Background: an optimization exercise with open tools, aiming at small area. Do not read the settings as production practice. In this exercise RTL edits were held to simulation tests only and were not proved equivalent to the original. In run 7 the design's own scripts or RTL, not TritonCTS, make the clock network. The flow treats the clock pin as an ideal source. Dropping or thinning the clock tree relies on that and would not hold on a real chip. Power figures rest on the tool's default switching activity, not on a simulated workload.

`flow/constraint.sdc`:
```
create_clock -name core_clock -period 10.0 [get_ports {clk}]
set_input_delay 2.0000 -clock core_clock [delete_from_list [all_inputs] [get_ports {clk}]]
set_output_delay 2.0000 -clock core_clock [all_outputs]
set_load 0.01 [all_outputs]
```
`flow/config.mk`:
```
export PLATFORM = sky130hd
export DESIGN_NAME = cpu
export DESIGN_NICKNAME = cpu
export VERILOG_FILES = /design/flow/design.v
export SDC_FILE = /design/flow/constraint.sdc
export NUM_CORES = 4
export LEC_CHECK = 0
export CAP_MARGIN = 20
export CORE_MARGIN = 2
export CORE_UTILIZATION = 40
export SLEW_MARGIN = 20
```
`flow/run.sh`:
```
#!/bin/bash
# synth_recipe.tcl (not shown) runs the flow's synth.tcl, then flattens the netlist and writes it again
# the make line also repeats each setting of config.mk as NAME=value (left out here)
make -C /OpenROAD-flow-scripts/flow DESIGN_CONFIG=/design/flow/config.mk WORK_HOME=/design/flow/orfs CLKGATE_MAP_FILE= SYNTH_SCRIPT=/design/flow/synth_recipe.tcl finish
```
`flow/design.v`:
```
`timescale 1ns / 1ps
module full_adder (
    input A,
    input B,
    input Cin,
    output Sum,
    output Cout
);
    wire A_xor_B, A_and_B, A_xor_B_and_Cin;
    xor (A_xor_B, A, B);
    xor (Sum, A_xor_B, Cin);
    and (A_and_B, A, B);
    and (A_xor_B_and_Cin, A_xor_B, Cin);
    or  (Cout, A_and_B, A_xor_B_and_Cin);
endmodule
`timescale 1ns / 1ps
module adder_subtractor_4bit (
    input [3:0] A,      
    input [3:0] B,      
    input Cin,          
    output [3:0] Sum,   
    output Cout         
);
    wire [3:0] B_comp;  
    wire [3:0] carry;   
    assign B_comp = B ^ {4{Cin}};
    full_adder fa0 (.A(A[0]), .B(B_comp[0]), .Cin(Cin),       .Sum(Sum[0]), .Cout(carry[0]));
    full_adder fa1 (.A(A[1]), .B(B_comp[1]), .Cin(carry[0]), .Sum(Sum[1]), .Cout(carry[1]));
    full_adder fa2 (.A(A[2]), .B(B_comp[2]), .Cin(carry[1]), .Sum(Sum[2]), .Cout(carry[2]));
    full_adder fa3 (.A(A[3]), .B(B_comp[3]), .Cin(carry[2]), .Sum(Sum[3]), .Cout(carry[3]));
    assign Cout = carry[3];
endmodule
module seven_seg_decoder (
    input [3:0] binary_in,    
    output reg [6:0] seg_out  
);
    always @(*) begin
        case (binary_in)
            4'h0: seg_out = 7'b100_0000;  
            4'h1: seg_out = 7'b111_1001;  
            4'h2: seg_out = 7'b010_0100;  
            4'h3: seg_out = 7'b011_0000;  
            4'h4: seg_out = 7'b001_1001;  
            4'h5: seg_out = 7'b001_0010;  
            4'h6: seg_out = 7'b000_0010;  
            4'h7: seg_out = 7'b111_1000;  
            4'h8: seg_out = 7'b000_0000;  
            4'h9: seg_out = 7'b001_1000;  
            4'hA: seg_out = 7'b000_1000;  
            4'hB: seg_out = 7'b000_0011;  
            4'hC: seg_out = 7'b100_0110;  
            4'hD: seg_out = 7'b010_0001;  
            4'hE: seg_out = 7'b000_0110;  
            4'hF: seg_out = 7'b000_1110;  
            default: seg_out = 7'b111_1111;  
        endcase
    end
 endmodule
`timescale 1ns / 1ps
module clock_divider_1hz (
    input clk_in,       
    input reset,        
    output reg clk_out,  
    output rise         
);
    parameter DIVIDE_BY = 1000;  
    reg [9:0] counter;  
    assign rise = (counter == (DIVIDE_BY - 1)) && !clk_out;
    always @(posedge clk_in or posedge reset) begin
        if (reset) begin
            counter <= 10'd0;
            clk_out <= 1'b0;
        end else begin
            if (counter == (DIVIDE_BY - 1)) begin
                counter <= 10'd0;
                clk_out <= ~clk_out;
            end else begin
                counter <= counter + 10'd1;
            end
        end
    end
endmodule
`timescale 1ns / 1ps
module clock_divider_1khz (
    input clk_in,       
    input reset,        
    output reg clk_out,  
    output rise         
);
    parameter DIVIDE_BY = 50;  
    reg [5:0] counter;  
    assign rise = (counter == (DIVIDE_BY - 1)) && !clk_out;
    always @(posedge clk_in or posedge reset) begin
        if (reset) begin
            counter <= 6'd0;
            clk_out <= 1'b0;
        end else begin
            if (counter == (DIVIDE_BY - 1)) begin
                counter <= 6'd0;
                clk_out <= ~clk_out;  
            end else begin
                counter <= counter + 6'd1;
            end
        end
    end
endmodule
`timescale 1ns / 1ps
module display_controller (
    input clk,               
    input en,                
    input rst,
    input [3:0] A,
    input [3:0] B,
    output reg [6:0] seg,
    output reg [3:0] an
);
    reg digit_select;         
    wire [6:0] seg_A, seg_B;  
    seven_seg_decoder decoder_A (
        .binary_in(A),
        .seg_out(seg_A)
    );
    seven_seg_decoder decoder_B (
        .binary_in(B),
        .seg_out(seg_B)
    );
    always @(posedge clk or posedge rst) begin
        if (rst)
            digit_select <= 1'b0;
        else if (en)
            digit_select <= ~digit_select;
    end
    always @(*) begin
        if (digit_select == 1'b0) begin
            seg = seg_A;
            an  = 4'b1110;  
        end else begin
            seg = seg_B;
            an  = 4'b1101;  
        end
     end
endmodule
`timescale 1ns / 1ps
module cpu (
    input clk,
    input rst,
    input [7:0] instruction,    
    input [3:0] immediate,
    output [6:0] seg,       
    output [3:0] an,         
    output reg Z_flag,          
    output reg C_flag,          
    output reg N_flag           
);
    reg [3:0] alu_in1, alu_in2;
    wire [3:0] alu_result;
    wire alu_carry_out;
    reg alu_sel;                
    reg [3:0] R1,R2;
    reg [3:0] memory [0:15];    
    wire clk_1hz, clk_display;
    wire tick_1hz, tick_display;
    adder_subtractor_4bit alu_unit (
        .A(alu_in1),
        .B(alu_in2),
        .Cin(alu_sel),
        .Sum(alu_result),
        .Cout(alu_carry_out)
    );
    clock_divider_1hz clk_div_1hz (
        .clk_in(clk),
        .reset(rst),
        .clk_out(clk_1hz),
        .rise(tick_1hz)
    );
        clock_divider_1khz clk_div_display (
            .clk_in(clk),
            .reset(rst),
            .clk_out(clk_display),
            .rise(tick_display)
        );
      display_controller display_inst (
            .clk(clk),
            .en(tick_display),
            .rst(rst),
            .A(R1),
            .B(R2),
            .seg(seg),
            .an(an)
        );
    task update_flags;
        input [3:0] result;
        input cout;
        begin
            Z_flag <= (result == 4'b0000);   
            C_flag <= cout;                  
            N_flag <= result[3];             
        end
    endtask
    always @(*) begin
        alu_sel = instruction[5];   
        case (instruction[1:0])
            2'b00: begin alu_in1 = R1; alu_in2 = immediate; end  
            2'b01: begin alu_in1 = R1; alu_in2 = R2;        end  
            2'b10: begin alu_in1 = R2; alu_in2 = R1;        end  
            default: begin alu_in1 = R2; alu_in2 = immediate; end  
        endcase
    end
    always @(posedge clk) begin
        if (tick_1hz) begin   
            case (instruction[7:0])
                8'b0000_1001: memory[R2] <= R1;  
                8'b0000_1010: memory[R1] <= R2;  
                default: ;
            endcase
        end
    end
    always @(posedge clk or posedge rst) begin
        if (rst) begin
            R1 <= 4'b0000;
            R2 <= 4'b0000;
            Z_flag <= 1'b0;
            C_flag <= 1'b0;
            N_flag <= 1'b0;
        end else if (tick_1hz) begin
            case (instruction[7:0])
                8'b0000_0000: begin  
                    R1 <= immediate;
                    update_flags(immediate, 1'b0);
                end
                8'b0000_0001: begin  
                    R1 <= R2;
                    update_flags(R2, 1'b0);
                end
                8'b0000_0010: begin  
                    R2 <= R1;
                    update_flags(R1, 1'b0);
                end
                8'b0000_0011: begin  
                    R2 <= immediate;
                    update_flags(immediate, 1'b0);
                end
                8'b0000_0101: begin  
                    R1 <= memory[R2];
                    update_flags(memory[R2], 1'b0);
                end
                8'b0000_0110: begin  
                    R2 <= memory[R1];
                    update_flags(memory[R1], 1'b0);
                end
                8'b0001_0000, 8'b0001_0001, 8'b0010_0000, 8'b0010_0001: begin
                    R1 <= alu_result;    
                    update_flags(alu_result, alu_carry_out);
                end
                8'b0001_0010, 8'b0001_0011, 8'b0010_0010, 8'b0010_0011: begin
                    R2 <= alu_result;    
                    update_flags(alu_result, alu_carry_out);
                end
                default: ;  
            endcase
        end
    end
endmodule
```
==> results of run 1 <==
==> synth_stat cells, drive strengths merged (3+ instances only) <==
cell	instances
a211oi	4
a21oi	23
a221oi	7
a22o	4
a22oi	15
a311oi	4
a31oi	7
a32o	3
a32oi	4
and2	4
and3	6
buf	11
clkbuf	24
dfrtp	30
edfxtp	64
fa	3
ha	17
inv	16
mux2	7
mux2i	8
mux4	32
nand2	36
nand2b	6
nand3	15
nand4	5
nor2	53
nor2b	10
nor3	11
nor3b	3
nor4	4
o21ai	29
xnor2	7
xor2	9
==> flip-flops by register name, summed over array words and instances (netlist names) <==
| signal | flops |
|---|---|
| memory | 64 |
| clk_div_1hz.clk_out | 1 |
| clk_div_display.clk_out | 1 |
| Z_flag | 1 |
| R1 | 4 |
| N_flag | 1 |
| R2 | 4 |
| display_inst.digit_select | 1 |
| clk_div_1hz.counter | 10 |
| clk_div_display.counter | 6 |
| C_flag | 1 |
==> critical path, delay by kind of cell <==
kind | cells | cell delay (ps)
fa+ha+maj | 4 | 1580
compound gates | 4 | 710
buf+inv | 3 | 680
simple gates | 1 | 530
mux | 1 | 320
==> where the power goes <==
group          leakage, uW  switching, uW  internal [uW]  total (uW)
Combinational      0.00107           30.6           20.0        50.6
Clock             0.000138            152            171         323
Sequential        0.000822           1.83            412         414
Total              0.00203            184            604         788
==> final timing paths <==
check	to	slack, ps	cells after the start
max	R2[3]	4430	13
min	clk_div_display.clk_out	470	1
min reg2reg	clk_div_display.clk_out	470	1
min in group asynchronous	clk_div_display.counter[2]	2050	2
max in group asynchronous	Z_flag	7530	2
max reg2reg	R2[3]	6250	12
==> metrics by stage <==
| step | hold slack, ps | instances | instance area, um^2 | utilization (%) |
|---|---|---|---|---|
| final | 469 | 703 | 6450 | 46.1 |
| after global routing | 502 | 703 | 6450 | 46.1 |
| after CTS | 470 | 703 | 6450 | 46.1 |
| after detailed placement | 457 | 687 | 6170 | 44.1 |
| after global placement | 455 | 687 | 6170 | 44.1 |
| after floorplan | 442 | 508 | 5790 | - |
==> layout make-up <==
cell class                 count  area share, %
multi-input combinational    362           44.8
clock inverter                 7          0.853
tap                          180           3.49
sequential                    94           41.4
timing repair buffer          34           4.93
inverter                      17          0.989
clock buffer                   9           3.49
==> layer usage <==
layer	up-vias	wire [um]	GRT usage, %
met3	38	695	4.21
met4	0	415	7.53
met1	2121	6280	25.7
li1	1953	-	-
met5	-	0	0
met2	149	6990	31.0
==> cells by family after synthesis <==
family | Yosys count | share of synthesized area [%]
compound gates | 115 | 13.4
buf+inv | 52 | 3.93
flops | 94 | 46.2
other cells | 1 | 0.0648
fa+ha+maj | 21 | 4.88
simple gates | 161 | 14.0
mux | 47 | 15.2
xor+xnor | 16 | 2.42
==> summary.txt, run 1 <==
status=complete, no violations; initial antenna violation count=0; Reg area=2670 um^2; commonest non-fill, non-tap cell in the layout=edfxtp_1; Hold-fix buffers, CTS=0; Layout Nets=552; Die H=124 um; # IOs=28; Max VDD drop=0.111 mV; ANT nets after route=0; post-CTS repair timing setup buffer count=0; Pleak=0.00203 uW; Post-CTS Resized=0; Setup CP Type=input pin to flop; Routability Congestion=0.923; min Tclk post-route=5570 ps; Place WS=4120 ps; routed len/inst=20.5 um; CP Capture Type=flop; Max-Cap Viols=0; hold_sp=clk_div_display.clk_out; # DRC=0; DRT iter0 DRCs=446; area grow syn2layout=11.5%; Worst path most repeated cell=fa_1; worst reg2reg startpoint=R2[0]; Clock Pin Slew Worst Setup and Hold Paths=70 ps; Hold Path Class=flop to flop; number of synthesized flops with an enable pin=64; I/O Buffers=25; most frequent cells in the layout=edfxtp_1 (64), nor2_1 (53), nand2_1 (36), mux4_2 (32), dfrtp_1 (30); CTS tree=yes; Die Width=124 um; CP peak stage delay=530 ps; DR vias/cell=6.06; clk latency of the worst-skew pair=350 ps; HPWL after detailed placement=10.0 mm; fmax=0.179 GHz; vias post-DR=4261; Initial Utilization=41.4%; Async SR Flop Fraction=31.9%; CP startpoint kind=input pin; Cell Pwr Density=122 nW/um^2; largest net degree at the start of global routing=32; Worst slew margin=43.1%; Synth Instances=507; RSZ-0062 raised after global routing=no; setup TNS=0 ps; core area=14000 um^2; first-pass detailed-route iteration total=5; TritonCTS buffer count=9; Synth Cell Area=5790 um^2; Area contributors post-synth=edfxtp_1 (33%), dfrtp_1 (13%), mux4_2 (12%), ha_1 (3.7%), nor2_1 (3.4%); worst path required time=10240 ps; Final period util=55.7%; share of cells above drive strength 1=14.3%; Yosys top cell area share=33.2%; GR Overflow Total=0; actual slew at the worst max-slew pin=853 ps; worst-path maximum fanout=14; Final Hold Vio Count=0; CP max stage cell=nor2_1; #FFs+latches synth=94; setup ws final=4430 ps; die area=15500 um^2; multi-input logic area=2890 um^2; Critical Path AT=5820 ps; drt total wl=14.4 mm; CTS sink cnt=94; fin. max-slew vios=0; Pwr Total=788 uW; sequential area share after synthesis=46.2%; CTS H-tree depth=3; cell breakdown of the critical path=clkdlybuf4s50_1 -> inv_1 -> ha_1 -> nor2_1 -> mux2i_1 -> o21ai_0 -> fa_1 -> fa_1 -> inv_1 -> fa_1 -> o2bb2ai_1 -> a311oi_1 -> o32ai_1; Synth Warn #=5; Clock Path Buffers=2; Antenna diodes=0; syn avg cell area=11.4 um^2; cell accounting for the most synthesized area=edfxtp_1; Primary FF master, synth=edfxtp_1; gr usage total=19.3%; unique cell type count in the Yosys netlist=66; first-pass GRT wire length=23.5 mm; number of global-route vias before repair=4348; setup violators final=0; Setup crit start=instruction[1]; fill count=1277; Final Skew=7.66 ps; row cnt=43; Clock Root Buffer=clkbuf_16
==> run 2: changes to the inputs <==
==> flow/design.v (replaced) <==
`timescale 1ns / 1ps
module cpu (
    input clk,
    input rst,
    input [7:0] instruction,
    input [3:0] immediate,
    output [6:0] seg,
    output [3:0] an,
    output reg Z_flag,
    output reg C_flag,
    output reg N_flag
);
    reg [5:0] c;
    reg [1:0] g;
    reg [3:0] k;
    wire w = c[4] & ~c[3] & ~c[2] & ~c[1] & c[0];
    wire cfb = ~(c[5] ^ c[4]) ^ w;
    wire k9 = k[3] & k[0];
    wire exec = w & g[1] & ~g[0] & k9;
    always @(posedge clk or posedge rst) begin
        if (rst) begin
            c <= 6'b100010;
            g <= 2'b00;
            k <= 4'd5;
        end else begin
            c <= {c[4:0], cfb};
            if (w) begin
                g <= {g[0], ~g[1]};
                if (g == 2'b10) k <= k9 ? 4'd0 : k + 4'd1;
            end
        end
    end
    wire ds = g[0];
    reg [3:0] r1, r2;
    reg v1, v2;
    reg pend, pv;
    wire [3:0] hi = instruction[7:4];
    wire [3:0] lo = instruction[3:0];
    wire hz  = (hi == 4'd0);
    wire xo  = lo[1] ^ lo[0];
    wire aop = (hi == 4'd1 || hi == 4'd2) && lo[3:2] == 2'b00;
    wire cpy = hz && lo[3:2] == 2'b00;
    wire fet = hz && lo[3:2] == 2'b01 && xo;
    wire st  = hz && lo[3:2] == 2'b10 && xo;
    wire rw  = aop | cpy | fet;
    wire d   = lo[1];                  
    reg [3:0] F1, F2;                  
    wire [3:0] X  = d ? r2 : r1;
    wire [3:0] Y  = d ? r1 : r2;
    wire [3:0] rd = d ? F1 : F2;       
    wire [3:0] B  = lo[2] ? rd : (xo ? Y : immediate);
    wire [3:0] A  = hz ? 4'd0 : X;
    wire sub = hi[1];
    wire [4:0] s = {1'b0, A} + {1'b0, B ^ {4{sub}}} + {4'd0, sub};
    wire we1 = exec & rw & ~d;
    wire we2 = exec & rw & d;
    always @(posedge clk) begin
        r1 <= we1 ? s[3:0] : (r1 & {4{v1 | pend}});
        r2 <= we2 ? s[3:0] : (r2 & {4{v2 | pend}});
    end
    always @(posedge clk or posedge rst) begin
        if (rst) begin
            v1 <= 1'b0;
            v2 <= 1'b0;
            Z_flag <= 1'b0;
            C_flag <= 1'b0;
            N_flag <= 1'b0;
        end else begin
            if (we1) v1 <= 1'b1;
            if (we2) v2 <= 1'b1;
            if (exec & rw) begin
                Z_flag <= (s[3:0] == 4'd0);
                C_flag <= s[4];
                N_flag <= s[3];
            end
        end
    end
    reg [3:0] P;
    reg [3:0] ring [0:15];
    wire eq1 = (P == r1);
    wire eq2 = (P == r2);
    wire hit = pend & (pv ? eq1 : eq2);
    wire [3:0] nw = hit ? (pv ? r2 : r1) : ring[0];
    integer i;
    always @(posedge clk) begin
        P <= P + 4'd1;
        for (i = 0; i < 15; i = i + 1)
            ring[i] <= ring[i + 1];
        ring[15] <= nw;
        if (eq1) F1 <= nw;
        if (eq2) F2 <= nw;
        if (exec) begin
            pend <= st;
            pv <= d;
        end else if (hit) begin
            pend <= 1'b0;
        end
    end
    wire [3:0] dv = (ds ? r2 : r1) & {4{ds ? v2 : v1}};
    reg [6:0] pat;
    always @(*) begin
        case (dv)
            4'h0: pat = 7'b100_0000;
            4'h1: pat = 7'b111_1001;
            4'h2: pat = 7'b010_0100;
            4'h3: pat = 7'b011_0000;
            4'h4: pat = 7'b001_1001;
            4'h5: pat = 7'b001_0010;
            4'h6: pat = 7'b000_0010;
            4'h7: pat = 7'b111_1000;
            4'h8: pat = 7'b000_0000;
            4'h9: pat = 7'b001_1000;
            4'hA: pat = 7'b000_1000;
            4'hB: pat = 7'b000_0011;
            4'hC: pat = 7'b100_0110;
            4'hD: pat = 7'b010_0001;
            4'hE: pat = 7'b000_0110;
            default: pat = 7'b000_1110;
        endcase
    end
    assign seg = pat;
    assign an = {2'b11, ~ds, ds};
endmodule
--- a/flow/config.mk
+++ b/flow/config.mk
@@ -9,3 +9,6 @@
 export CORE_MARGIN = 2
-export CORE_UTILIZATION = 40
+export CORE_UTILIZATION = 70
+export CTS_BUF_LIST = sky130_fd_sc_hd__clkbuf_16
+export CTS_CLUSTER_DIAMETER = 500
+export CTS_CLUSTER_SIZE = 100
 export SLEW_MARGIN = 20
==> run 2 against run 1 <==
Compared with the run above: still clean on timing, DRC and antenna; first-iteration DRC count decreased by 54%; count of clock-buffer cells in the layout is the same; sequential cell count is 9 higher; worst setup slack better by 410 ps; final area shrank 34%; power up 3.3%; register-to-register slack better by 770 ps; largest power group unchanged.
==> summary.txt, run 2 <==
Synth Warn #=2; CP Capture Type=primary output; worst-path maximum fanout=11; Cell Pwr Density=190 nW/um^2; Worst slew margin=25.7%; fin. max-slew vios=0; Final Hold Vio Count=0; cell accounting for the most synthesized area=dfxtp_1; Clock Path Buffers=2; Async SR Flop Fraction=16.5%; first-pass GRT wire length=12.6 mm; CP max stage cell=dfrtp_1; core area=5110 um^2; unique cell type count in the Yosys netlist=48; top flop regs=ring (64), c (6); drt total wl=7.99 mm; I/O Buffers=25; status=complete, no violations; Final period util=51.6%; Placed Cells=382; Hold Path Class=flop to flop; Area contributors post-synth=dfxtp_1 (41%), dfrtp_1 (8.8%), edfxtp_1 (8.1%), mux2i_1 (6.2%), ha_1 (3.4%); Primary FF master, synth=dfxtp_1; Synth Instances=298; Max-Cap Viols=0; Pleak=0.00183 uW; post-CTS repair timing setup buffer count=0; #FFs+latches synth=103; Die H=76.7 um; Post-synth top cells=dfxtp_1 (76), o21ai_0 (24), mux2i_1 (23), nand2_1 (22); Die Width=76.7 um; Synth Cell Area=3700 um^2; Hold-fix buffers, CTS=0; Max VDD drop=0.221 mV; Worst R2R Setup Slack=7020 ps; CP peak stage delay=630 ps; first-pass detailed-route iteration total=4; setup violators final=0; largest net degree at the start of global routing=20; cell breakdown of the critical path=mux2i_1 -> or2_2 -> ha_1 -> o21ai_0 -> o221ai_1 -> a21oi_1 -> clkdlybuf4s50_1; Critical Path AT=3160 ps; Clock Root Buffer=clkbuf_16; Layout Nets=348; syn avg cell area=12.4 um^2; Initial Utilization=72.4%; Psw=182 uW; Setup CP Type=flop to primary output; Yosys top cell area share=41.1%; # DRC=0; # IOs=28; Largest Register=ring; worst path required time=8000 ps; HPWL after detailed placement=4.49 mm; DR vias/cell=5.88; CTS sink cnt=103; ANT nets after route=0; initial antenna violation count=0; clk latency of the worst-skew pair=350 ps; share of cells above drive strength 1=11.6%; sequential area share after synthesis=60.9%; CP startpoint kind=flop; Final Skew=8.08 ps; routed len/inst=20.1 um; min Tclk post-route=5160 ps; RSZ-0062 raised after global routing=no; CTS H-tree depth=3; Int Pwr=632 uW; Clock Pin Slew Worst Setup and Hold Paths=70 ps; fill count=269; commonest non-fill, non-tap cell in the layout=dfxtp_1; max FFs per register=64; most frequent cells in the layout=dfxtp_1 (76), clkdlybuf4s50_1 (25), o21ai_0 (24), mux2i_1 (23), nand2_1 (22); number of synthesized flops with an enable pin=10; Routability Congestion=0.827; Reg power frac=51.3%; fmax=0.194 GHz; actual slew at the worst max-slew pin=1100 ps; die area=5880 um^2; Finished Layout Cells=398; DRT iter0 DRCs=207; top-count cell post-synth=dfxtp_1; Switching Share=22.4%; Clock Power Share=45.1%; setup TNS=0 ps; Comb pwr share=3.5%; vias post-DR=2339; GR Overflow Total=0; gr usage total=28.9%; Antenna diodes=0; TritonCTS buffer count=9; number of global-route vias before repair=2353; area grow syn2layout=15.7%; CTS tree=yes; Post-CTS Resized=0; row cnt=26
==> run 2: changes by cell type after synthesis, moves of 14 or more <==
| cell | before | now |
|---|---|---|
| a22oi_1 | 15 | 0 |
| mux4_2 | 32 | 4 |
| dfrtp_1 | 30 | 13 |
| dfxtp_1 | 0 | 76 |
| nand2_1 | 36 | 22 |
| clkbuf_1 | 24 | 3 |
| edfxtp_1 | 64 | 10 |
| nor2_1 | 53 | 9 |
| mux2i_1 | 8 | 23 |
==> run 2: worst max-delay path: cells and delay by family, from the launching register on <==
kind	cells	cell delay (ps)
AND/OR/NAND/NOR	1	260
adder cells (fa/ha/maj)	1	300
buffers and inverters	1	560
multiplexers	1	560
AO/OA/AOI/OAI	3	500
flip-flops	1	630
==> run 2: metrics by stage <==
step | instance area [um^2] | power [uW] | utilization, % | setup WS [ps] | hold WS, ps
after floorplan | 3700 | 445 | - | 5840 | 310
after global placement | 3970 | 454 | 77.7 | 5120 | 311
after detailed placement | 3970 | 455 | 77.7 | 5050 | 312
after CTS | 4280 | 815 | 83.8 | 4900 | 325
after global routing | 4280 | 831 | 83.8 | 4670 | 332
final | 4280 | 814 | 83.8 | 4840 | 325
==> run 2: routing by layer <==
metal	vias up	part of all wire (%)	GRT usage, %
met5	-	0	0
met4	0	1.6	10.2
met3	12	6.6	9.41
met2	94	50	46.8
met1	1147	42	36.7
li1	1086	-	-
==> run 2: cell families (layout without fill, tap and decap cells) <==
group	Yosys count	after routing	synth area share [%]
adders and majority gates	11	11	3.92
other	1	2	0.101
muxes	40	40	12.9
DFF	103	103	60.9
AOI/OAI and AO/OA	48	48	7.61
and+or+nand+nor	54	54	7.27
xor gates and xnor gates	18	18	4.26
buffers and inverters	23	52	3.04
==> run 2: worst paths after layout <==
| check | from | to | cells past startpoint |
|---|---|---|---|
| worst max-delay path | g[0] | seg[3] | 7 |
| worst min-delay path | ring[2][3] | ring[1][3] | 0 |
| worst max register to register | r2[1] | F1[0] | 5 |
| worst min register to register | ring[2][3] | ring[1][3] | 0 |
| max in group asynchronous | rst | k[3] | 2 |
| min in group asynchronous | rst | Z_flag | 2 |
==> run 2: area by class of cell <==
type	instances	area (um^2)	share of cell area (%)
Clock buffer	9	225	5.26
Tap cell	70	87.6	2.05
Timing Repair Buffer	25	250	5.84
Clock inverter	7	86.3	2.02
Sequential cell	103	2250	52.6
Inverter	11	41.3	0.964
Multi-Input combinational cell	173	1340	31.3
==> run 2: power by group through the flow <==
stage	sequential (uW)	clock, uW	combinational [uW]
finish	418	367	28.9
global route	418	383	31.0
CTS	418	369	28.5
detailed placement	427	0	27.7
global placement	427	0	26.7
floorplan	427	0	18.6
==> run 3: changes to the inputs <==
--- a/flow/config.mk
+++ b/flow/config.mk
@@ -9,4 +9,3 @@
 export CORE_MARGIN = 2
-export CORE_UTILIZATION = 70
-export CTS_BUF_LIST = sky130_fd_sc_hd__clkbuf_16
+export CORE_UTILIZATION = 40
 export CTS_CLUSTER_DIAMETER = 500
==> run 3 against run 2 <==
Compared with the run above: still clean; sequential power about the same; synthesized cell count unchanged; cell count up 10%; clock power down 25%; area after synthesis unchanged; sequential cell count unchanged; non-clock buffer count unchanged; worst hold slack better by 8.1 ps; final area down 0.91%; via count down 7.2%; count of clock-buffer cells in the layout unchanged; critical path depth unchanged; critical path type unchanged; largest cell class unchanged; highest routed layer unchanged.
==> summary.txt, run 3 <==
DR vias/cell=4.95; Routability Congestion=0.799; drt total wl=6.21 mm; I/O Buffers=25; CTS H-tree depth=3; Clock Path Buffers=2; min Tclk post-route=5180 ps; sequential area share after synthesis=60.9%; number of synthesized flops with an enable pin=10; first-pass GRT wire length=10.5 mm; GR Overflow Total=0; Synth Cell Area=3700 um^2; Synth Instances=298; worst path required time=8000 ps; die area=10000 um^2; cell accounting for the most synthesized area=dfxtp_1; Place WS=5080 ps; Cell Pwr Density=170 nW/um^2; Die Width=100 um; Worst slew margin=32.7%; unique cell type count in the Yosys netlist=48; post-synthesis mux area share=12.9%; largest net degree at the start of global routing=21; Pleak=0.00178 uW; Final Hold Vio Count=0; # IOs=28; Setup CP Type=flop to primary output; vias post-DR=2171; Post-CTS Resized=0; Largest Register=ring; Critical Path AT=3180 ps; final hold slack=333 ps; Max VDD drop=0.132 mV; setup ws final=4820 ps; fill count=821; DRT iter0 DRCs=75; Die H=100 um; fin. max-slew vios=0; CP startpoint kind=flop; Yosys top cell area share=41.1%; Clock Pin Slew Worst Setup and Hold Paths=100 ps; Async SR Flop Fraction=16.5%; CP Capture Type=primary output; Synth Warn #=2; Layout Nets=348; combinational family with the most area after synthesis=multiplexers; RSZ-0062 raised after global routing=no; compound-cell area share of the yosys netlist=7.61%; Initial Utilization=40.6%; top flop regs=ring (64), c (6); simple-gate share of the synthesized area=7.27%; area grow syn2layout=14.7%; core area=9110 um^2; TritonCTS buffer count=9; Primary FF master, synth=dfxtp_1; initial antenna violation count=0; HPWL after detailed placement=4.32 mm; worst-path maximum fanout=11; ANT nets after route=0; number of global-route vias before repair=2118; syn avg cell area=12.4 um^2; first-pass detailed-route iteration total=4; Final Skew=8.05 ps; share of cells above drive strength 1=11.6%; commonest non-fill, non-tap cell in the layout=dfxtp_1; gr usage total=13.6%; Final period util=51.8%; setup TNS=0 ps; # DRC=0; max FFs per register=64; Clock Root Buffer=clkbuf_8; setup violators final=0; Area contributors post-synth=dfxtp_1 (41%), dfrtp_1 (8.8%), edfxtp_1 (8.1%), mux2i_1 (6.2%), ha_1 (3.4%); clk latency of the worst-skew pair=370 ps; CTS tree=yes; status=complete, no violations; Adder-Cell Fraction of Synth Area=3.92%; Post-synth top cells=dfxtp_1 (76), o21ai_0 (24), mux2i_1 (23), nand2_1 (22); fmax=0.193 GHz; most frequent cells in the layout=dfxtp_1 (76), clkdlybuf4s50_1 (25), o21ai_0 (24), mux2i_1 (23), nand2_1 (22); row cnt=35; Hold Path Class=flop to flop; post-CTS repair timing setup buffer count=0; Max-Cap Viols=0; actual slew at the worst max-slew pin=1000 ps; #FFs+latches synth=103; Synth Area in XOR/XNOR=4.26%; routed len/inst=14.1 um; top-count cell post-synth=dfxtp_1; Antenna diodes=0; Hold-fix buffers, CTS=0; CTS sink cnt=103
run 3: cell count changes in the layout (fill, tap and decap cells not counted):
cell | before | now
clkinv_2 | 1 | 0
clkbuf_16 | 9 | 0
clkbuf_8 | 0 | 9
inv_6 | 1 | 4
clkinv_4 | 1 | 0
clkinv_8 | 0 | 2
inv_8 | 3 | 0
run 3: critical path: stages (launching register included):
cell	delay (ps)
dfrtp_1	640
mux2i_1	580
or2_2	260
ha_1	290
o21ai_0	200
o221ai_1	140
a21oi_1	170
clkdlybuf4s50_1	550
run 3: area by class of cell:
class | instances | area (um^2) | area share (%)
sequential | 103 | 2250 | 53.1
multi-input combinational | 173 | 1340 | 31.6
timing repair buffer | 25 | 250 | 5.90
tap | 111 | 139 | 3.27
clock buffer | 9 | 124 | 2.92
clock inverter | 7 | 97.6 | 2.30
inverter | 11 | 41.3 | 0.973
run 3: power breakdown:
part	switching, uW	total (uW)	leakage (uW)	internal, uW
clock	151	274	0.000111	123
combinational	13.4	27.7	0.000727	14.3
sequential	0.475	418	0.000943	417
run 3: logic make-up after synthesis:
kind of cell | Yosys count
AO/OA/AOI/OAI | 48
AND/OR/NAND/NOR | 54
flip-flops | 103
other | 1
multiplexers | 40
adder cells (fa/ha/maj) | 11
XOR/XNOR | 18
buffers and inverters | 23
run 3: through the flow:
stage	total power (uW)	std cells	utilization (%)	cell area, um^2
after floorplan	445	299	-	3700
after global placement	454	423	44.1	4020
after detailed placement	455	423	44.1	4020
after CTS	731	439	46.6	4240
after global routing	749	439	46.6	4240
final	719	439	46.6	4240
run 3: worst paths after layout:
path / to / slack (ps) / from / cells after the start
hold reg to reg: ring[6][0] / 330 / ring[7][0] / 0
setup / recovery: seg[3] / 4820 / g[0] / 7
max in group asynchronous: v1 / 7590 / rst / 2
min in group asynchronous: k[1] / 2000 / rst / 2
hold / removal: ring[6][0] / 330 / ring[7][0] / 0
setup reg to reg: r1[2] / 7140 / c[3] / 5
run 3: layer usage:
metal / GRT usage, % / vias up / share of wire [%]
met5: 0 / - / 0
met4: 6.01 / 0 / 2.2
met3: 5.43 / 10 / 3.9
met2: 20.4 / 33 / 47
met1: 17.2 / 1047 / 47
li1: - / 1081 / -
==> run 4: changes to the inputs <==
--- a/flow/design.v
+++ b/flow/design.v
@@ -12,19 +12,17 @@
 );
-    reg [5:0] c;
+    reg [5:0] c50;
     reg [1:0] g;
     reg [3:0] k;
-    wire w = c[4] & ~c[3] & ~c[2] & ~c[1] & c[0];
-    wire cfb = ~(c[5] ^ c[4]) ^ w;
-    wire k9 = k[3] & k[0];
-    wire exec = w & g[1] & ~g[0] & k9;
+    wire w50 = (c50 == 6'd49);
+    wire exec = w50 & (g == 2'b10) & (k == 4'd4);
     always @(posedge clk or posedge rst) begin
         if (rst) begin
-            c <= 6'b100010;
+            c50 <= 6'd0;
             g <= 2'b00;
-            k <= 4'd5;
+            k <= 4'd0;
         end else begin
-            c <= {c[4:0], cfb};
-            if (w) begin
+            c50 <= w50 ? 6'd0 : c50 + 6'd1;
+            if (w50) begin
                 g <= {g[0], ~g[1]};
-                if (g == 2'b10) k <= k9 ? 4'd0 : k + 4'd1;
+                if (g == 2'b10) k <= (k == 4'd9) ? 4'd0 : k + 4'd1;
             end
--- a/flow/config.mk
+++ b/flow/config.mk
@@ -10,4 +10,2 @@
 export CORE_UTILIZATION = 40
-export CTS_CLUSTER_DIAMETER = 500
-export CTS_CLUSTER_SIZE = 100
 export SLEW_MARGIN = 20
==> run 4 against run 3 <==
Compared with the run above: still clean; power fell by 2.0%; count of clock-buffer cells in the layout did not move; utilization rose by 0.15 points; critical endpoint unchanged; largest cell class unchanged.
==> summary.txt, run 4 <==
status=complete, no violations; Cell Pwr Density=165 nW/um^2; Synth Warn #=2; number of synthesized flops with an enable pin=10; first-pass detailed-route iteration total=4; DRT iter0 DRCs=54; RSZ-0062 raised after global routing=no; Max-Cap Viols=0; Final Hold Vio Count=0; Comb pwr share=3.7%; top flop regs=ring (64), c50 (6); Post-CTS Resized=0; Hold-fix buffers, CTS=0; Synth Instances=311; TritonCTS buffer count=9; # DRC=0; area grow syn2layout=14.5%; Finished Layout Cells=453; setup ws final=4770 ps; cell breakdown of the critical path=mux2i_1 -> nor2_1 -> inv_1 -> ha_1 -> o21ai_0 -> o221ai_1 -> a21oi_1 -> clkdlybuf4s50_1; drt total wl=6.44 mm; CTS sink cnt=103; Die H=101 um; Clock Path Buffers=2; Placed Cells=437; Clock Root Buffer=clkbuf_8; syn avg cell area=12.0 um^2; post-synthesis mux area share=10.7%; initial antenna violation count=0; cell accounting for the most synthesized area=dfxtp_1; Area contributors post-synth=dfxtp_1 (41%), dfrtp_1 (11%), edfxtp_1 (8.0%), mux2i_1 (4.3%), xor2_1 (3.8%); # IOs=28; Primary FF master, synth=dfxtp_1; vias post-DR=2253; simple-gate share of the synthesized area=9.65%; fill count=837; combinational family with the most area after synthesis=multiplexers; multi-input logic area=1390 um^2; Worst slew margin=31.0%; Max VDD drop=0.158 mV; Layout Nets=363; die area=10100 um^2; min Tclk post-route=5230 ps; Adder-Cell Fraction of Synth Area=4.22%; Hold Path Class=flop to flop; Final Skew=12.4 ps; largest net degree at the start of global routing=22; DR vias/cell=4.97; setup violators final=0; share of cells above drive strength 1=11.1%; unique cell type count in the Yosys netlist=47; compound-cell area share of the yosys netlist=6.84%; Int Pwr=532 uW; worst path required time=8000 ps; CP peak stage delay=670 ps; actual slew at the worst max-slew pin=1030 ps; Synth Area in XOR/XNOR=5.36%; clk latency of the worst-skew pair=370 ps; Pleak=0.00178 uW; Layout Utilization=46.7%; sequential area share after synthesis=60.2%; Final period util=52.3%; Setup CP Type=flop to primary output; Synth Cell Area=3730 um^2; max FFs per register=64; Reg power frac=59.2%; setup TNS=0 ps; I/O Buffers=25; Place WS=5020 ps; Clock Power Share=37.2%; commonest non-fill, non-tap cell in the layout=dfxtp_1; Initial Utilization=40.8%; core area=9150 um^2; Yosys top cell area share=40.8%; Critical Path AT=3230 ps; most frequent cells in the layout=dfxtp_1 (76), clkdlybuf4s50_1 (25), nor2_1 (20), dfrtp_1 (17); first-pass GRT wire length=10.7 mm; HPWL after detailed placement=4.58 mm; routed len/inst=14.2 um; ANT nets after route=0; Async SR Flop Fraction=16.5%; GR Overflow Total=0; post-CTS repair timing setup buffer count=0; CP max stage cell=dfrtp_1; gr usage total=13.9%; fmax=0.191 GHz; Routability Congestion=0.739; Largest Register=ring; row cnt=35; fin. max-slew vios=0; CTS tree=yes; Antenna diodes=0; final hold slack=323 ps; number of global-route vias before repair=2245; CP startpoint kind=flop; CP Capture Type=primary output; worst-path maximum fanout=13; Reg area=2250 um^2; Post-synth top cells=dfxtp_1 (76), nor2_1 (20), dfrtp_1 (17); Switching Share=24.6%; #FFs+latches synth=103; Psw=174 uW; CTS H-tree depth=3; Clock Pin Slew Worst Setup and Hold Paths=110 ps; top-count cell post-synth=dfxtp_1; Die Width=101 um
[run 4: cells by family (layout without fill, tap and decap cells)]
logic type / count (synthesis) / in the layout
mux: 33 / 33
other cells: 1 / 2
xor+xnor: 22 / 22
simple gates: 72 / 72
fa+ha+maj: 12 / 12
compound gates: 44 / 44
flops: 103 / 103
buf+inv: 24 / 54
[run 4: per-stage QoR]
stage	cell area, um^2	total power (uW)
after global routing	4280	731
after CTS	4270	712
final	4280	705
after detailed placement	4070	453
after floorplan	3740	444
after global placement	4070	452
[run 4: power by group through the flow]
stage	Combinational (uW)	Sequential (uW)	Clock [uW]
after floorplan	17.6	427	0
after global placement	26.0	427	0
after detailed placement	26.4	427	0
after CTS	26.4	417	268
after global routing	29.0	417	284
final	26.0	417	262
[run 4: per-layer routing]
metal,global-route usage (%),up-vias,part of all wire (%)
met2,22.2,40,47
li1,-,1120,-
met5,0,-,0
met3,4.44,16,3.4
met1,17.3,1077,47
met4,5.58,0,2.6
[run 4: worst max-delay path: cells and delay by family (launching register included)]
| family | cells | cell delay, ps |
|---|---|---|
| fa+ha+maj | 1 | 390 |
| buf+inv | 2 | 700 |
| mux | 1 | 250 |
| flops | 1 | 670 |
| simple gates | 1 | 340 |
| compound gates | 3 | 500 |
[run 4: worst paths after layout]
path	start	end	slack, ps	cells past startpoint
setup / recovery	g[0]	seg[3]	4770	8
hold / removal	ring[1][0]	ring[0][0]	320	0
setup reg to reg	r2[1]	F1[1]	7370	5
hold reg to reg	ring[1][0]	ring[0][0]	320	0
max in group asynchronous	rst	v1	7570	2
min in group asynchronous	rst	g[0]	2020	2
[run 4: area by class of cell]
cell class / instances / share of cell area (%)
multi-input cells: 185 / 32.4
repair buffers: 25 / 5.85
inverters: 13 / 1.14
flip-flops and latches: 103 / 52.5
clock buffers: 9 / 2.90
well taps: 111 / 3.25
clock inverters: 7 / 1.90
==> run 5: changes to the inputs <==
--- a/flow/design.v
+++ b/flow/design.v
@@ -12,17 +12,19 @@
 );
-    reg [5:0] c50;
+    reg [5:0] c;
     reg [1:0] g;
     reg [3:0] k;
-    wire w50 = (c50 == 6'd49);
-    wire exec = w50 & (g == 2'b10) & (k == 4'd4);
+    wire w = c[4] & ~c[3] & ~c[2] & ~c[1] & c[0];
+    wire cfb = ~(c[5] ^ c[4]) ^ w;
+    wire k9 = k[3] & k[0];
+    wire exec = w & g[1] & ~g[0] & k9;
     always @(posedge clk or posedge rst) begin
         if (rst) begin
-            c50 <= 6'd0;
+            c <= 6'b100010;
             g <= 2'b00;
-            k <= 4'd0;
+            k <= 4'd5;
         end else begin
-            c50 <= w50 ? 6'd0 : c50 + 6'd1;
-            if (w50) begin
+            c <= {c[4:0], cfb};
+            if (w) begin
                 g <= {g[0], ~g[1]};
-                if (g == 2'b10) k <= (k == 4'd9) ? 4'd0 : k + 4'd1;
+                if (g == 2'b10) k <= k9 ? 4'd0 : k + 4'd1;
             end
==> flow/flow/run.sh (new file) <==
#!/bin/bash
# Own layout flow: the standard flow (standard.sh), with three changes:
#  1. after the standard synthesis, its combinational cells are re-mapped for
#     area with Yosys/ABC (flow/remap.ys, flow/area.abc); every flip-flop keeps
#     its cell and name;
#  2. the port buffers are sky130_fd_sc_hd__buf_1;
#  3. clock tree synthesis without dummy loads.
# Each tool's output goes to a log file of its own in the work folder.
set -euo pipefail
W=$(pwd)
R=$W/orfs/results/$FLOW_PLATFORM/cpu/base
LIB=$FLOW_HOME/platforms/$FLOW_PLATFORM/lib/sky130_fd_sc_hd__tt_025C_1v80.lib
YOSYS=$FLOW_HOME/../tools/install/yosys/bin/yosys
[[ -x $YOSYS ]] || YOSYS=yosys

# 1. standard synthesis
bash standard.sh "$R/1_2_yosys.v" > "$W/log_1_synth.log" 2>&1
cp "$R/1_2_yosys.v" "$W/std_1_2_yosys.v"

# 2. area re-map of the combinational logic
DU=$(sed -n '/DONT_USE_CELLS += /,/^$/p' "$FLOW_HOME/platforms/$FLOW_PLATFORM/config.mk" \
     | grep -oE "sky130_fd_sc_hd__[a-z0-9_]+" | sed 's/^/-dont_use /' | tr '\n' ' ')
sed -e "s#@LIB@#$LIB#g" -e "s#@IN@#$W/std_1_2_yosys.v#" -e "s#@TOP@#$FLOW_TOP#" \
    -e "s#@DONTUSE@#$DU#" -e "s#@ABC@#$W/flow/area.abc#" -e "s#@OUT@#$W/remap_1_2_yosys.v#" \
    -e "s#@STAT0@#$W/remap_stat_before.txt#" -e "s#@STAT1@#$W/remap_stat_after.txt#" \
    "$W/flow/remap.ys" > "$W/remap.ys"
"$YOSYS" -s "$W/remap.ys" > "$W/log_2_remap.log" 2>&1
cp "$W/remap_1_2_yosys.v" "$R/1_2_yosys.v"

# 3. the rest of the standard flow
bash standard.sh finish \
    "BUFFER_PORTS_ARGS=-buffer_cell sky130_fd_sc_hd__buf_1" \
    "CTS_ARGS=-sink_clustering_enable -repair_clock_nets -dont_use_dummy_load" \
    > "$W/log_3_layout.log" 2>&1
==> flow/flow/area.abc (new file) <==
strash
&get -n
&st
&if -K 4
&mfs
&st
&syn2
&if -K 6
&mfs
&st
&dch
&nf -R 1000 -a
&put
topo
==> flow/flow/remap.ys (new file) <==
# Re-map the combinational cells of the standard synthesis for area.
# The flip-flop cells are kept as they are (blackboxes), with their names.
read_liberty -ignore_miss_func @LIB@
blackbox sky130_fd_sc_hd__df* sky130_fd_sc_hd__edf* sky130_fd_sc_hd__sdf* sky130_fd_sc_hd__sedf* sky130_fd_sc_hd__dl*
read_verilog @IN@
hierarchy -top @TOP@
flatten
rename -hide w:*.*
opt_clean -purge
tee -o @STAT0@ stat -liberty @LIB@
abc -liberty @LIB@ @DONTUSE@ -script @ABC@
read_liberty -lib -ignore_redef @LIB@
hierarchy -top @TOP@
opt_clean -purge
hilomap -singleton -hicell sky130_fd_sc_hd__conb_1 HI -locell sky130_fd_sc_hd__conb_1 LO
insbuf -buf sky130_fd_sc_hd__buf_1 A X
splitnets
opt_clean -purge
check -assert -mapped
tee -o @STAT1@ stat -liberty @LIB@
write_verilog -noattr -noexpr -nohex -nodec @OUT@
==> flow/standard.sh (new file) <==
#!/bin/bash
# synth_recipe.tcl (not shown) runs the flow's synth.tcl, then flattens the netlist and writes it again
# the make line also repeats each setting of config.mk as NAME=value (left out here)
make -C /OpenROAD-flow-scripts/flow DESIGN_CONFIG=/design/flow/config.mk WORK_HOME=/design/flow/orfs CLKGATE_MAP_FILE= SYNTH_SCRIPT=/design/flow/synth_recipe.tcl "${@:-finish}"
removed: flow/run.sh
==> run 5 against run 4 <==
Compared with the run above: critical path type unchanged; die area is 7.8% lower; global-route usage is 0.28 points lower; utilization is 0.88 points lower; still clean on timing, DRC and antenna; largest cell class unchanged; register-to-register slack worse by 260 ps; final area is 11% lower.
==> summary.txt, run 5 <==
status=complete, no violations; Largest Register=ring; die area=9340 um^2; Reg area=2250 um^2; Initial Utilization=41.6%; largest net degree at the start of global routing=20; vias post-DR=2092; Comb pwr share=3.8%; Layout Nets=344; Hold-fix buffers, CTS=0; Clock Power Share=30.8%; Synth Warn #=2; Switching Share=20.5%; # DRC=0; Hold Path Class=flop to flop; multi-input logic area=1150 um^2; Post-CTS Resized=0; Die H=96.6 um; # IOs=28; drt total wl=5.90 mm; worst-path maximum fanout=11; I/O Buffers=25; Pleak=0.00155 uW; Clock Path Buffers=2; Antenna diodes=0; Critical Path AT=2470 ps; actual slew at the worst max-slew pin=829 ps; DRT iter0 DRCs=79; Cell Pwr Density=168 nW/um^2; met2 usage in global routing=20.1%; worst path required time=8000 ps; first-pass detailed-route iteration total=4; Synth Cell Area=3430 um^2; area grow syn2layout=10.3%; CP Capture Type=primary output; Int Pwr=507 uW; ANT nets after route=0; most frequent cells in the layout=dfxtp_1 (76), nor2_1 (29), buf_1 (25), o21ai_0 (23), nand2_1 (20); Routability Congestion=0.794; number of global-route vias before repair=2093; clk latency of the worst-skew pair=360 ps; fin. max-slew vios=0; Final Hold Vio Count=0; Max VDD drop=0.105 mV; CTS sink cnt=103; max FFs per register=64; HPWL after detailed placement=4.11 mm; Setup CP Type=flop to primary output; top flop regs=ring (64), c (6); TritonCTS buffer count=9; CTS H-tree depth=3; grt met3 use=3.97%; RSZ-0062 raised after global routing=no; first-pass GRT wire length=10.0 mm; core area=8260 um^2; DR vias/cell=4.83; Final Skew=37.0 ps; Worst slew margin=44.2%; Clock Root Buffer=clkbuf_8; fmax=0.224 GHz; syn avg cell area=11.6 um^2; post-CTS repair timing setup buffer count=0; Psw=131 uW; row cnt=33; setup violators final=0; Die Width=96.6 um; reg2reg path depth=11; share of cells above drive strength 1=4.57%; Synth Instances=296; commonest non-fill, non-tap cell in the layout=dfxtp_1; Max-Cap Viols=0; Final period util=44.7%; hold path cells=0; initial antenna violation count=0; routed len/inst=13.6 um; min Tclk post-route=4470 ps; GR Overflow Total=0; Most Crowded Layer GR=met2; Pwr Total=637 uW; Layout Utilization=45.8%; GRT met1 Usage=18.6%; fill count=789; gr usage total=13.6%; Clock Pin Slew Worst Setup and Hold Paths=110 ps; CP startpoint kind=flop; Reg power frac=65.4%; setup TNS=0 ps; CTS tree=yes
## run 5: changes by cell type in the layout (fill, tap and decap cells not counted), moves of 5 or more
cell and delta:
a21oi_1 -5, or2_0 +5, nand2_1 +7, clkdlybuf4s50_1 -25, buf_1 +25, nand3_1 -8, mux2_2 -10, nor2_1 +9
clkinv_1 +8, inv_1 -13, o21ai_0 +10, ha_1 -11
## run 5: area by class of cell
type	instances	area share, %
Sequential cell	103	59.5
Multi-Input combinational cell	183	30.5
Tap cell	105	3.47
Clock buffer	9	3.27
Timing Repair Buffer	25	2.48
Inverter	8	0.793
## run 5: metal layers
metal / part of all wire, % / vias up
met4: 1.5 / 0
met5: 0 / -
li1: - / 1079
met1: 51 / 961
met2: 43 / 41
met3: 4.2 / 11
## run 5: power by group through the flow
| stage | logic, uW | clock network (uW) | registers (uW) |
|---|---|---|---|
| global route | 28.0 | 219 | 417 |
| global placement | 24.1 | 0 | 426 |
| detailed placement | 24.6 | 0 | 426 |
| CTS | 24.6 | 207 | 417 |
| finish | 24.3 | 196 | 417 |
| floorplan | 17.0 | 0 | 426 |
## run 5: worst max-delay path: stages (launching register included)
cell and delay, ps:
dfrtp_1 640, mux2i_1 510, or2_0 390, o21ai_0 190
a211oi_1 240, buf_1 170
## run 5: worst paths after layout
| path | from | end | slack, ps |
|---|---|---|---|
| min in group asynchronous | rst | k[1] | 1620 |
| setup reg to reg | c[2] | r2[0] | 7110 |
| setup / recovery | g[0] | seg[0] | 5530 |
| hold reg to reg | ring[10][1] | ring[9][1] | 300 |
| hold / removal | ring[10][1] | ring[9][1] | 300 |
| max in group asynchronous | rst | k[2] | 8050 |
## run 5: per-stage QoR
stage	area [um^2]	worst slack, ps	hold WS, ps	instances
5_1_grt	3790	5230	309	433
3_5_place_dp	3650	5200	312	424
2_1_floorplan	3440	5970	310	297
3_3_place_gp	3650	5340	310	424
6_report	3790	5530	302	433
4_1_cts	3770	5490	303	433
==> run 6: changes to the inputs <==
--- a/flow/design.v
+++ b/flow/design.v
@@ -48,6 +48,4 @@
     wire [3:0] X  = d ? r2 : r1;
-    wire [3:0] Y  = d ? r1 : r2;
-    wire [3:0] rd = d ? F1 : F2;       
-    wire [3:0] B  = lo[2] ? rd : (xo ? Y : immediate);
-    wire [3:0] A  = hz ? 4'd0 : X;
+    wire [3:0] B  = xo ? (d ? (lo[2] ? F1 : r1) : (lo[2] ? F2 : r2)) : immediate;
+    wire [3:0] A  = (hi[1] | hi[0]) ? X : 4'd0;    
     wire sub = hi[1];
@@ -81,7 +79,9 @@
     wire eq2 = (P == r2);
-    wire hit = pend & (pv ? eq1 : eq2);
-    wire [3:0] nw = hit ? (pv ? r2 : r1) : ring[0];
+    wire hit1 = pend & pv & eq1;       
+    wire hit2 = pend & ~pv & eq2;      
+    wire hit = hit1 | hit2;
+    wire [3:0] nw = hit1 ? r2 : (hit2 ? r1 : ring[0]);
     integer i;
     always @(posedge clk) begin
-        P <= P + 4'd1;
+        P <= {P[2:0], P[3] ^ P[2] ^ ~(P[2] | P[1] | P[0])};    
         for (i = 0; i < 15; i = i + 1)
@@ -98,3 +98,3 @@
     end
-    wire [3:0] dv = (ds ? r2 : r1) & {4{ds ? v2 : v1}};
+    wire [3:0] dv = ds ? (r2 & {4{v2}}) : (r1 & {4{v1}});
     reg [6:0] pat;
==> run 6 against run 5 <==
Compared with the run above: synthesized cell count is 0.68% higher; clock skew is 7.5 ps lower; clock power hardly changed; worst hold slack better by 18 ps; routed wire length is 1.1% higher; largest cell class unchanged.
==> summary.txt, run 6 <==
Cell Pwr Density=171 nW/um^2; top flop regs=ring (64), c (6); DR vias/cell=5.04; Layout Nets=346; buffers and inverters on the worst path=1; Clock Path Buffers=2; Hold-fix buffers, CTS=0; fmax=0.222 GHz; Final Hold Vio Count=0; family with the most delay on the worst path=simple AND/OR/NAND/NOR gates; die area=9100 um^2; row cnt=33; CP peak stage delay=430 ps; RSZ-0062 raised after global routing=no; Synth Cell Area=3340 um^2; setup TNS=0 ps; Hold Path Class=flop to flop; commonest non-fill, non-tap cell in the layout=dfxtp_1; Pleak=0.00146 uW; Critical Path AT=4760 ps; min Tclk post-route=4500 ps; clk latency of the worst-skew pair=360 ps; Setup CP Type=input pin to flop; HPWL after detailed placement=4.11 mm; hold path cells=0; Die H=95.4 um; Final period util=45.0%; area grow syn2layout=10.4%; met2 usage in global routing=22.3%; initial antenna violation count=0; share of cells above drive strength 1=4.24%; placed inst area=3560 um^2; setup violators final=0; TritonCTS buffer count=9; reg2reg path depth=9; first-pass detailed-route iteration total=4; Clock Root Buffer=clkbuf_8; number of global-route vias before repair=2056; largest net degree at the start of global routing=20; Die Width=95.4 um; GR Overflow Total=0; Routability Congestion=0.831; Antenna diodes=0; gr usage total=14.9%; Clock Pin Slew Worst Setup and Hold Paths=90 ps; DRT iter0 DRCs=100; Post-CTS Resized=0; CTS H-tree depth=3; Max-Cap Viols=0; worst path required time=10260 ps; Max VDD drop=0.108 mV; CTS tree=yes; GRT met1 Usage=19.7%; core area=8180 um^2; Largest Register=ring; Synth Instances=298; fin. max-slew vios=0; max FFs per register=64; syn avg cell area=11.2 um^2; fill count=772; cell breakdown of the critical path=buf_1 -> nor2b_1 -> or2_0 -> o21ai_0 -> a21oi_1 -> mux2_1 -> nor2_1 -> or3_1 -> and3_1 -> nor2_1 -> nand2_1 -> o21ai_0; vias post-DR=2192; post-CTS repair timing setup buffer count=0; # DRC=0; Final Skew=29.4 ps; Initial Utilization=40.9%; routed len/inst=13.7 um; CP startpoint kind=input pin; actual slew at the worst max-slew pin=1050 ps; status=complete, no violations; I/O Buffers=25; Worst slew margin=29.3%; ANT nets after route=0; worst-path maximum fanout=9; Synth Warn #=2; # IOs=28; grt met3 use=5.61%; WP depth=12; CP Capture Type=flop; most frequent cells in the layout=dfxtp_1 (76), nand2_1 (35), nor2_1 (32), o21ai_0 (27), buf_1 (25); first-pass GRT wire length=10.1 mm; Most Crowded Layer GR=met2; design area=3690 um^2; CP max stage cell=nor2b_1; drt total wl=5.96 mm; CTS sink cnt=103
-- run 6: routing by layer --
layer	part of all wire [%]	vias up
met5	0	-
met4	0.84	0
met3	4.9	4
met2	47	43
met1	47	1058
li1	-	1087
-- run 6: cell type report --
cell class,count,area (um^2),share of cell area (%)
clock buffer,9,124,3.36
inverter,6,22.5,0.610
multi-input combinational,187,1070,28.9
sequential,103,2250,61.0
tap,105,131,3.56
timing repair buffer,25,93.8,2.54
-- run 6: power by group --
group	switching (uW)	total (uW)	leakage (uW)	internal, uW
clock network	113	194	0.0000647	80.9
registers	0	417	0.000949	417
logic	14.0	21.5	0.000450	7.53
total	127	632	0.00146	505
-- run 6: final timing paths --
check,from,endpoint,slack (ps)
setup / recovery,instruction[1],Z_flag,5500
hold / removal,ring[4][2],ring[3][2],320
setup reg to reg,c[2],r1[0],7190
hold reg to reg,ring[4][2],ring[3][2],320
max in group asynchronous,rst,c[5],8070
min in group asynchronous,rst,k[3],1610
-- run 6: per-stage QoR --
step	setup WS, ps	utilization (%)	hold slack (ps)	power, uW	cells
2_1_floorplan	5980	-	310	440	299
3_3_place_gp	5370	43.6	310	447	426
3_5_place_dp	5220	43.6	312	447	426
4_1_cts	5570	45.1	318	640	435
5_1_grt	5240	45.1	318	662	435
6_report	5500	45.1	320	632	435
==> run 7: changes to the inputs <==
==> flow/flow/run.sh (replaced) <==
#!/bin/bash
# Own layout flow: the standard flow (standard.sh), with three changes:
#  1. after the standard synthesis, its combinational cells are re-mapped for
#     area with Yosys/ABC (flow/remap.ys, flow/area.abc); every flip-flop keeps
#     its cell and name;
#  2. the port buffers are sky130_fd_sc_hd__buf_1;
#  3. a two-level clock tree built by flow/cts.tcl in place of the standard
#     CTS step (one root buffer fed by the clock port, six leaf buffers).
# Each tool's output goes to a log file of its own in the work folder.
set -euo pipefail
W=$(pwd)
R=$W/orfs/results/$FLOW_PLATFORM/cpu/base
LIB=$FLOW_HOME/platforms/$FLOW_PLATFORM/lib/sky130_fd_sc_hd__tt_025C_1v80.lib
YOSYS=$FLOW_HOME/../tools/install/yosys/bin/yosys
[[ -x $YOSYS ]] || YOSYS=yosys

# 1. standard synthesis
bash standard.sh "$R/1_2_yosys.v" > "$W/log_1_synth.log" 2>&1
cp "$R/1_2_yosys.v" "$W/std_1_2_yosys.v"

# 2. area re-map of the combinational logic: each ABC script in turn, the
#    smallest result is kept
DU=$(sed -n '/DONT_USE_CELLS += /,/^$/p' "$FLOW_HOME/platforms/$FLOW_PLATFORM/config.mk" \
     | grep -oE "sky130_fd_sc_hd__[a-z0-9_]+" | sed 's/^/-dont_use /' | tr '\n' ' ')
best=""; bestarea=""
for s in area area2; do
  sed -e "s#@LIB@#$LIB#g" -e "s#@IN@#$W/std_1_2_yosys.v#" -e "s#@TOP@#$FLOW_TOP#" \
      -e "s#@DONTUSE@#$DU#" -e "s#@ABC@#$W/flow/$s.abc#" -e "s#@OUT@#$W/remap_$s.v#" \
      -e "s#@STAT0@#$W/remap_stat_before.txt#" -e "s#@STAT1@#$W/remap_stat_$s.txt#" \
      "$W/flow/remap.ys" > "$W/remap_$s.ys"
  "$YOSYS" -s "$W/remap_$s.ys" > "$W/log_2_remap_$s.log" 2>&1 || continue
  a=$(awk '/Chip area for module/ {print $NF}' "$W/remap_stat_$s.txt")
  echo "remap $s: $a"
  if [[ -z $best ]] || python3 -c "import sys; sys.exit(0 if float('$a') < float('$bestarea') else 1)"; then
    best=$s; bestarea=$a
  fi
done
[[ -n $best ]]
echo "remap kept: $best ($bestarea)"
cp "$W/remap_$best.v" "$R/1_2_yosys.v"

# 3. placement with the standard flow, small port buffers
KNOBS=("BUFFER_PORTS_ARGS=-buffer_cell sky130_fd_sc_hd__buf_1")
bash standard.sh place "${KNOBS[@]}" > "$W/log_3_place.log" 2>&1

# 4. clock tree
RESULTS=$R LIB=$LIB FLOWDIR=$W/flow CTS_ROOT=sky130_fd_sc_hd__clkbuf_2 \
  CTS_LEAF=sky130_fd_sc_hd__clkbuf_8 CTS_NX=3 CTS_NY=2 \
  openroad -no_init -exit "$W/flow/cts.tcl" > "$W/log_4_cts.log" 2>&1

# 5. the rest of the standard flow
bash standard.sh finish "${KNOBS[@]}" > "$W/log_5_route.log" 2>&1
==> flow/flow/area2.abc (new file) <==
strash
&get -n
&st
&if -K 3
&mfs
&st
&syn2
&if -K 4
&mfs
&st
&syn2
&if -K 6
&mfs
&st
&dch
&nf -R 1000 -a -p
&put
topo
==> flow/flow/cts.tcl (new file) <==
# Clock tree: the sinks are split into NX x NY groups of equal size by
# position; each group gets a leaf buffer at its centre, and one root buffer,
# driven by the clock port, drives the leaves.  Then hold repair as the
# standard CTS step does, and the results it writes.
set R $::env(RESULTS)
read_liberty $::env(LIB)
read_db $R/3_place.odb
read_sdc $R/3_place.sdc
source $::env(FLOW_HOME)/platforms/$::env(FLOW_PLATFORM)/setRC.tcl
source $::env(FLOWDIR)/tree.tcl
build_clock_tree clk $::env(CTS_LEAF) $::env(CTS_NX) $::env(CTS_NY) $::env(CTS_ROOT)
detailed_placement
set_propagated_clock [all_clocks]
estimate_parasitics -placement
report_clock_skew
repair_timing -setup -hold -setup_margin 0 -hold_margin 0 -verbose
detailed_placement
check_placement -verbose
estimate_parasitics -placement
report_worst_slack -min
report_worst_slack -max
set worst 0
foreach pin [get_pins -hierarchical */CLK] {
  set s [get_property $pin slew_max]
  if {$s > $worst} { set worst $s }
}
puts "worst flip-flop clock pin slew (placement estimate): $worst"
write_db $R/4_1_cts.odb
write_sdc -no_timestamp $R/4_cts.sdc
==> flow/flow/tree.tcl (new file) <==
# build_clock_tree NET MASTER NX NY: split the clock sinks into NX columns by x
# (equal counts), each into NY groups by y, and drive each group from its own
# buffer placed at the group's centre; the clock port drives the buffers.
proc build_clock_tree {netname mastername nx ny {rootname ""}} {
  set block [ord::get_db_block]
  set clknet [$block findNet $netname]
  set master [[ord::get_db] findMaster $mastername]
  set srcnet $clknet
  set pts {}
  foreach it [$clknet getITerms] {
    set bb [[$it getInst] getBBox]
    lappend pts [list [expr {([$bb xMin]+[$bb xMax])/2}] [expr {([$bb yMin]+[$bb yMax])/2}] $it]
  }
  set pts [lsort -integer -index 0 $pts]
  set n [llength $pts]
  if {$rootname ne ""} {
    # a root buffer at the centre of all sinks drives the group buffers
    set sx 0; set sy 0
    foreach p $pts { set sx [expr {$sx + [lindex $p 0]}]; set sy [expr {$sy + [lindex $p 1]}] }
    set root [odb::dbInst_create $block [[ord::get_db] findMaster $rootname] clkbuf_root]
    set srcnet [odb::dbNet_create $block clknet_root]
    $srcnet setSigType CLOCK
    $root setLocation [expr {$sx/$n}] [expr {$sy/$n}]
    $root setPlacementStatus PLACED
    [$root findITerm A] connect $clknet
    [$root findITerm X] connect $srcnet
  }
  set k 0
  for {set i 0} {$i < $nx} {incr i} {
    set col [lrange $pts [expr {$i*$n/$nx}] [expr {($i+1)*$n/$nx - 1}]]
    set col [lsort -integer -index 1 $col]
    set m [llength $col]
    for {set j 0} {$j < $ny} {incr j} {
      set grp [lrange $col [expr {$j*$m/$ny}] [expr {($j+1)*$m/$ny - 1}]]
      set buf [odb::dbInst_create $block $master clkbuf_leaf_$k]
      set net [odb::dbNet_create $block clknet_leaf_$k]
      $net setSigType CLOCK
      set sx 0; set sy 0
      foreach p $grp {
        set sx [expr {$sx + [lindex $p 0]}]; set sy [expr {$sy + [lindex $p 1]}]
        set it [lindex $p 2]
        $it disconnect
        $it connect $net
      }
      set g [llength $grp]
      $buf setLocation [expr {$sx/$g}] [expr {$sy/$g}]
      $buf setPlacementStatus PLACED
      [$buf findITerm A] connect $srcnet
      [$buf findITerm X] connect $net
      incr k
    }
  }
}
==> run 7 against run 6 <==
Compared with the run above: still clean on timing, DRC and antenna; power decreased by 4.6%; area after synthesis unchanged; worst setup slack improved by 150 ps; critical path depth decreased by 6; utilization decreased by 0.44 points; synthesized cell count unchanged; sequential power about the same; die area unchanged; critical endpoint is now seg[3]; largest cell class unchanged.
==> summary.txt, run 7 <==
fmax=0.230 GHz; Antenna diodes=0; cell breakdown of the critical path=nand2_1 -> o21ai_0 -> nand2_1 -> a211o_1 -> o21ai_0 -> buf_1; commonest non-fill, non-tap cell in the layout=dfxtp_1; setup violators final=0; CP peak stage delay=540 ps; Synth Instances=298; placed inst area=3560 um^2; Die H=95.4 um; worst path required time=8000 ps; CP max stage cell=dfxtp_1; fin. max-slew vios=0; Largest Register=ring; Final Hold Vio Count=0; CP startpoint kind=flop; area grow syn2layout=9.32%; Final period util=43.5%; clk latency of the worst-skew pair=510 ps; die area=9100 um^2; Final Skew=13.2 ps; first-pass detailed-route iteration total=4; design area=3650 um^2; Hold Path Class=flop to flop; Routability Congestion=0.831; ANT nets after route=0; gr usage total=13.5%; Worst slew margin=29.8%; # IOs=28; Initial Utilization=40.9%; Max VDD drop=0.128 mV; core area=8180 um^2; worst-path maximum fanout=6; Die Width=95.4 um; top flop regs=ring (64), c (6); DRT iter0 DRCs=98; first-pass GRT wire length=9.85 mm; Clock Pin Slew Worst Setup and Hold Paths=110 ps; Worst R2R Setup Slack=7250 ps; DR vias/cell=5.03; CP endpoint=seg[3]; Max-Cap Viols=0; CP Capture Type=primary output; reg2reg path depth=9; setup TNS=0 ps; I/O Buffers=25; min Tclk post-route=4350 ps; initial antenna violation count=0; syn avg cell area=11.2 um^2; Pleak=0.00145 uW; Setup crit start=r1[3]; hold path cells=0; Layout Nets=344; share of cells above drive strength 1=3.66%; # DRC=0; largest net degree at the start of global routing=19; vias post-DR=2177; Synth Warn #=2; max FFs per register=64; actual slew at the worst max-slew pin=1040 ps; Critical Path AT=2350 ps; status=complete, no violations; number of global-route vias before repair=2007; Synth Cell Area=3340 um^2; most frequent cells in the layout=dfxtp_1 (76), nand2_1 (35), nor2_1 (32), o21ai_0 (27), buf_1 (25); worst r2r dst=r1[3]; Cell Pwr Density=165 nW/um^2; RSZ-0062 raised after global routing=no; GR Overflow Total=0; drt total wl=5.90 mm; HPWL after detailed placement=4.11 mm; row cnt=33; Setup CP Type=flop to primary output; worst reg2reg startpoint=c[2]; routed len/inst=13.6 um
-- run 7: stage by stage --
stage	utilization [%]	instances	hold slack, ps	total power, uW	setup WS [ps]
2_1_floorplan	-	299	310	440	5980
5_1_grt	44.7	433	330	631	5430
6_report	44.7	433	319	603	5650
3_5_place_dp	43.6	426	312	447	5220
3_3_place_gp	43.6	426	310	447	5370
-- run 7: final cells by class --
type	count	area (um^2)
timing repair buffer	25	93.8
multi-input combinational	187	1070
buffer	7	87.6
fill	774	4520
inverter	6	22.5
sequential	103	2250
tap	105	131
-- run 7: how the worst min path moves through the flow --
stage               slack, ps           to   startpoint
floorplan                 310   ring[0][0]   ring[1][0]
global placement          310   ring[0][1]   ring[1][1]
detailed placement        310  ring[14][1]  ring[15][1]
global route              330  ring[11][2]  ring[12][2]
finish                    320   ring[7][0]   ring[8][0]
-- run 7: power by group --
| group | total [uW] | switching (uW) | internal [uW] | leakage (uW) |
|---|---|---|---|---|
| registers | 417 | 0 | 417 | 0.000949 |
| clock network | 165 | 110 | 55.7 | 0.0000473 |
| logic | 21.4 | 13.9 | 7.53 | 0.000450 |
| total | 603 | 124 | 480 | 0.00145 |
-- run 7: critical path: cells and delay by family, from the launching register on --
family                 cells  cell delay [ps]
AOI/OAI and AO/OA          3              880
buffers and inverters      1              180
DFF                        1              540
and+or+nand+nor            2              250
-- run 7: per-layer routing --
layer  vias to the layer above  part of all wire, %  global-route usage, %
met5                         -                    0                      0
met1                      1034                   48                   19.9
li1                       1088                    -                      -
met4                         0                  2.2                   2.62
met2                        44                   44                   21.4
met3                        11                  5.5                   1.66

==> re-timing with driven ports <==
No port has a modelled driver above. Below, the same layouts with a new extraction and two added sets of constraints.
Step 1, drivers: a clkbuf_16 drives clk and a buf_2 each remaining input, both assumed.
Step 2 adds t to the input delays and takes it off the output delays; t is the mean of the earliest and latest rising clock arrival at the registers after step 1. Input paths then give back, and output paths get back, about the clock's delay inside the block.
Slacks: ideal / step 1 / step 2; pairs: ideal / step 1.
run | t, ns | setup WS [ns] | hold slack, ns | worst slew at a driven data input, ns | cell pins on the clock port's net
run 1 | 0.382 | 4.426 / 4.438 / 4.056 | 0.469 / 0.469 / 0.469 | 0.03 | 1
run 2 | 0.384 | 4.838 / 4.803 / 4.983 | 0.325 / 0.325 / 0.325 | 0.04 | 1
run 3 | 0.393 | 4.817 / 4.788 / 5.058 | 0.333 / 0.333 / 0.333 | 0.04 | 1
run 4 | 0.394 | 4.772 / 4.743 / 5.036 | 0.323 / 0.323 / 0.323 | 0.03 | 1
run 5 | 0.376 | 5.531 / 5.502 / 5.199 | 0.302 / 0.302 / 0.302 | 0.03 | 1
run 6 | 0.372 | 5.502 / 5.509 / 5.137 | 0.320 / 0.320 / 0.320 | 0.04 | 1
run 7 | 0.526 | 5.650 / 5.624 / 5.182 | 0.319 / 0.319 / 0.319 | 0.04 | 1
After both steps every run listed still meets setup and hold. For run 7, which loses most, drivers alone change the setup slack by -0.026 ns; drivers and shift together by -0.468 ns.
